This design comes from an exercise in tuning for small area and a short achievable clock period on the open sky130 flow, not from production work. Function was checked by simulation only, so behaviour that the tests miss may differ from the original. The clock input has no modelled driver; a real chip could not lean on it and would need a root buffer or a full tree. No activity file was given, so power comes from the tool's default toggle rates.

==> delta <==
==> flow/design.v (excerpt) <==
module PelicanMAC(clk,rst,
             load_iv,
             load_k,
             load_m,
             din,
             dout,
             done);
Settings: LEC_CHECK=0, CAP_MARGIN=20, CORE_MARGIN=2, CORE_UTILIZATION=45, SETUP_SLACK_MARGIN=1.8, SLEW_MARGIN=20, SYNTH_HIERARCHICAL=1, SYNTH_MINIMUM_KEEP_SIZE=0; clock period 3.5 ns.
standard.sh (not shown) runs the stock make flow with config.mk's settings and CLKGATE_MAP_FILE= SYNTH_SCRIPT=/design/flow/synth_recipe.tcl, a recipe that flattens the netlist after the stock synthesis.
==> flow/flow/run.sh <==
#!/bin/bash
# ORFS layout through the standard.sh, with
#  - the standard flow's synthesis script, but ABC mapping for area (flow/synth.tcl),
#  - plain buf_1 cells as port buffers (the resizer upsizes where needed),
#  - a hand-built two-level clock tree (flow/cts_hook.tcl) in place of
#    TritonCTS, for a low clock insertion delay.
set -euo pipefail
here=$(cd "$(dirname "$0")" && pwd)
export BUFFER_PORTS_ARGS="-buffer_cell sky130_fd_sc_hd__buf_1"
export PRE_CTS_TCL="$here/cts_hook.tcl"
export MCTS_RLEV=2 MCTS_LLEV=2
export MCTS_ROOT=sky130_fd_sc_hd__clkbuf_16 MCTS_LEAF=sky130_fd_sc_hd__clkbuf_16
bash standard.sh SYNTH_SCRIPT="$here/synth.tcl" > standard.log 2>&1
==> flow/flow/cts_hook.tcl <==
# PRE_CTS hook: build a shallow, balanced clock tree by hand (see mancts.tcl)
# in place of TritonCTS; the rest of ORFS's CTS step (legalisation, timing
# repair) runs as usual.
source [file join [file dirname [info script]] mancts.tcl]
man_cts $::env(MCTS_RLEV) $::env(MCTS_LLEV) $::env(MCTS_ROOT) $::env(MCTS_LEAF)
set_propagated_clock [all_clocks]
rename clock_tree_synthesis ""
proc clock_tree_synthesis {args} {
  puts "clock_tree_synthesis skipped: clock tree built by cts_hook.tcl"
}
==> flow/flow/mancts.tcl <==
# Manual clock tree: the flip-flops are split by balanced recursive bisection
# of their placed positions into 2^(rlev+llev) groups; each group gets a leaf
# buffer at its centre, and each 2^llev neighbouring leaves a root buffer
# driven by the clock port (2^rlev roots). With llev 0 the roots drive the
# flip-flops directly.
proc man_cts {rlev llev rootcell leafcell} {
  set block [ord::get_db_block]
  set db [ord::get_db]
  set clknet [$block findNet clk]
  set sinks {}
  foreach it [$clknet getITerms] {
    lappend sinks $it
  }
  # positions
  set pts {}
  foreach it $sinks {
    set inst [$it getInst]
    set bb [$inst getBBox]
    lappend pts [list [expr {([$bb xMin]+[$bb xMax])/2}] [expr {([$bb yMin]+[$bb yMax])/2}]]
  }
  # balanced recursive bisection: split along the wider spread
  proc bisect {items levels} {
    if {$levels == 0} { return [list $items] }
    set xs {}; set ys {}
    foreach it $items { lappend xs [lindex $it 0]; lappend ys [lindex $it 1] }
    set xs [lsort -integer $xs]; set ys [lsort -integer $ys]
    set ax [expr {([lindex $xs end] - [lindex $xs 0]) >= ([lindex $ys end] - [lindex $ys 0]) ? 0 : 1}]
    set s [lsort -integer -index $ax $items]
    set h [expr {[llength $s] / 2}]
    return [concat [bisect [lrange $s 0 [expr {$h-1}]] [expr {$levels-1}]] [bisect [lrange $s $h end] [expr {$levels-1}]]]
  }
  proc centre {items} {
    set sx 0; set sy 0
    foreach it $items { incr sx [lindex $it 0]; incr sy [lindex $it 1] }
    set n [llength $items]
    return [list [expr {$sx / $n}] [expr {$sy / $n}]]
  }
  set items {}
  set i 0
  foreach p $pts { lappend items [list [lindex $p 0] [lindex $p 1] $i]; incr i }
  set groups [bisect $items [expr {$rlev + $llev}]]
  set lasg [lrepeat [llength $pts] 0]
  set lcs {}
  set g 0
  foreach grp $groups {
    lappend lcs [centre $grp]
    foreach it $grp { lset lasg [lindex $it 2] $g }
    incr g
  }
  set nleaf [expr {$llev > 0 ? [llength $groups] : 0}]
  set nroot [expr {1 << $rlev}]
  set per [expr {1 << $llev}]
  set rcs {}; set rasg {}
  for {set r 0} {$r < $nroot} {incr r} {
    set sub {}
    for {set l [expr {$r*$per}]} {$l < ($r+1)*$per} {incr l} { lappend sub [lindex $lcs $l]; lappend rasg $r }
    lappend rcs [centre $sub]
  }
  set rootm [$db findMaster $rootcell]
  set leafm [$db findMaster $leafcell]
  # root buffers
  set rnets {}
  for {set r 0} {$r < $nroot} {incr r} {
    set inst [odb::dbInst_create $block $rootm "mcts_root_$r"]
    $inst setLocation [lindex $rcs $r 0] [lindex $rcs $r 1]
    $inst setPlacementStatus PLACED
    set net [odb::dbNet_create $block "mcts_rnet_$r"]
    $net setSigType CLOCK
    [$inst findITerm A] connect $clknet
    [$inst findITerm X] connect $net
    lappend rnets $net
  }
  set dnets $rnets
  if {$nleaf > 0} {
    set dnets {}
    for {set l 0} {$l < $nleaf} {incr l} {
      set inst [odb::dbInst_create $block $leafm "mcts_leaf_$l"]
      $inst setLocation [lindex $lcs $l 0] [lindex $lcs $l 1]
      $inst setPlacementStatus PLACED
      set net [odb::dbNet_create $block "mcts_lnet_$l"]
      $net setSigType CLOCK
      [$inst findITerm A] connect [lindex $rnets [lindex $rasg $l]]
      [$inst findITerm X] connect $net
      lappend dnets $net
    }
  }
  set i 0
  foreach it $sinks {
    $it disconnect
    $it connect [lindex $dnets [lindex $lasg $i]]
    incr i
  }
}
==> flow/flow/synth.tcl <==
# The standard synthesis script (synth_recipe.tcl), except that ABC maps
# the S-box module GS and the key-input module AddRoundKey first with ORFS's
# speed script, then everything else
# with flow/abc_area.script: area-oriented mapping without ABC's own buffering
# and sizing, which the placer's timing repair does instead. Registers,
# flattening and renaming are exactly as in synth_recipe.tcl.
set ::abc_area_script [file join [file dirname [info script]] abc_area.script]
proc synth {args} { yosys synth -nofsm -noshare {*}$args }
proc abc {args} {
  set i [lsearch -exact $args -script]
  if {$i >= 0} {
    yosys abc {*}$args GS
    yosys abc {*}$args AddRoundKey
    lset args [expr {$i + 1}] $::abc_area_script
  }
  yosys abc {*}$args
}
source $::env(SCRIPTS_DIR)/synth.tcl
# left out here: clear keep_hierarchy, flatten, clean up, hide names made inside functions, write 1_2_yosys.v
Other scripts of this flow, unchanged in this note and not shown: flow/flow/abc_area.script
==> inputs of quartz, as changes to delta <==
==> flow/flow/run.sh (replaced) <==
#!/bin/bash
# ORFS layout through the standard.sh, with
#  - the standard flow's synthesis script, but ABC mapping for area (flow/synth.tcl),
#  - plain buf_1 cells as port buffers (the resizer upsizes where needed),
#  - a hand-built two-level clock tree of inverters (two inversions keep
#    the clock's polarity; flow/cts_hook.tcl) in place of
#    TritonCTS, for a low clock insertion delay.
set -euo pipefail
here=$(cd "$(dirname "$0")" && pwd)
export BUFFER_PORTS_ARGS="-buffer_cell sky130_fd_sc_hd__buf_1"
export PRE_CTS_TCL="$here/cts_hook.tcl"
export MCTS_RLEV=2 MCTS_LLEV=2
export MCTS_ROOT=sky130_fd_sc_hd__inv_4 MCTS_LEAF=sky130_fd_sc_hd__inv_8
bash standard.sh SYNTH_SCRIPT="$here/synth.tcl" > standard.log 2>&1
--- a/flow/flow/cts_hook.tcl
+++ b/flow/flow/cts_hook.tcl
@@ -9,2 +9,8 @@
   puts "clock_tree_synthesis skipped: clock tree built by cts_hook.tcl"
 }
+# ORFS's CTS step next clones clock inverters next to each register load;
+# the hand-built tree is already final.
+rename repair_clock_inverters ""
+proc repair_clock_inverters {args} {
+  puts "repair_clock_inverters skipped: clock tree built by cts_hook.tcl"
+}
--- a/flow/flow/mancts.tcl
+++ b/flow/flow/mancts.tcl
@@ -3,5 +3,6 @@
 # buffer at its centre, and each 2^llev neighbouring leaves a root buffer
 # driven by the clock port (2^rlev roots). With llev 0 the roots drive the
-# flip-flops directly.
+# flip-flops directly. The cells may be buffers or, with two levels,
+# inverters (output pin Y), whose two inversions keep the polarity.
 proc man_cts {rlev llev rootcell leafcell} {
   set block [ord::get_db_block]
@@ -68,5 +69,5 @@
     $net setSigType CLOCK
     [$inst findITerm A] connect $clknet
-    [$inst findITerm X] connect $net
+    [$inst findITerm [expr {[$inst findITerm X] ne "NULL" ? "X" : "Y"}]] connect $net
     lappend rnets $net
   }
@@ -81,5 +82,5 @@
       $net setSigType CLOCK
       [$inst findITerm A] connect [lindex $rnets [lindex $rasg $l]]
-      [$inst findITerm X] connect $net
+      [$inst findITerm [expr {[$inst findITerm X] ne "NULL" ? "X" : "Y"}]] connect $net
       lappend dnets $net
     }
CORE_UTILIZATION = 38   (was 45)
==> inputs of sierra, as changes to delta <==
--- a/flow/flow/synth.tcl
+++ b/flow/flow/synth.tcl
@@ -1,5 +1,4 @@
 # The standard synthesis script (synth_recipe.tcl), except that ABC maps
-# the S-box module GS and the key-input module AddRoundKey first with ORFS's
-# speed script, then everything else
+# the S-box module GS first with ORFS's speed script, then everything else
 # with flow/abc_area.script: area-oriented mapping without ABC's own buffering
 # and sizing, which the placer's timing repair does instead. Registers,
@@ -11,5 +10,4 @@
   if {$i >= 0} {
     yosys abc {*}$args GS
-    yosys abc {*}$args AddRoundKey
     lset args [expr {$i + 1}] $::abc_area_script
   }
CORE_UTILIZATION = 40   (was 45)
SETUP_SLACK_MARGIN = 2.0   (was 1.8)
==> comparison table <==
| quantity | sierra | quartz | delta |
|---|---|---|---|
| Crit path depth | 7 | 5 | 6 |
| Post-Route M1 WL | 25,090 um | 23,060 um | 20,940 um |
| Cell depth of the worst flop-to-flop path | 5 | 4 | 4 |
| Clock group power | 0.00211 W | 0.00139 W | 0.00206 W |
| Final-stage net count | 1,922 | 1,741 | 1,738 |
| Portion of total power attributed to combinational logic | 38.7% | 28.6% | 26.4% |
| Initial drt markers | 1,266 | 870 | 1,095 |
| Outcome | complete, no violations | complete, no violations | complete, no violations |
| FF-to-FF End | s[106] | s[96] | s[126] |
| Largest net degree at the start of global routing | 72 | 81 | 129 |
| Post-route cell area | 0.01985 mm^2 | 0.01557 mm^2 | 0.01552 mm^2 |
| Beginning of the worst hold path | kc | k[47] | k[121] |
| Slowest stage delay, CP | 240 ps | 340 ps | 330 ps |
| Via count of the first global-routing pass | 12,270 | 11,020 | 10,710 |
| CP dominant cell by count | buf_12 | - | buf_12 |
In every run of this note, the design's own scripts or RTL, not TritonCTS, make the clock network.

## afterwards: timing with drivers on the ports
The flow's constraints put no driver on any port. The routed layouts listed below were extracted and timed again, unchanged, in two steps.
Step 1: set_driving_cell puts a clkbuf_16 on clk and a buf_2 on each other input, an assumption about the parent block.
Step 2, shift: input delay + t, output delay - t, t = (earliest + latest rising clock arrival at the registers) / 2. This alone moves slack from input paths to output paths.
Three values: ideal ports, drivers, drivers and shift; two values: the first two.
run | t, ns | setup WS [ns] | worst hold slack (ns) | worst slew at a driven data input, ns
delta | 0.413 | 1.788 / 1.701 / 1.460 | 0.439 / 0.439 / 0.439 | 0.06
quartz | 0.331 | 1.779 / 1.720 / 1.529 | 0.437 / 0.437 / 0.437 | 0.09
sierra | 0.424 | 1.835 / 1.749 / 1.462 | 0.443 / 0.443 / 0.443 | 0.10
After both steps setup and hold are still met in every run listed. For sierra, which loses most, drivers alone change the setup slack by -0.086 ns; drivers and shift together by -0.373 ns.
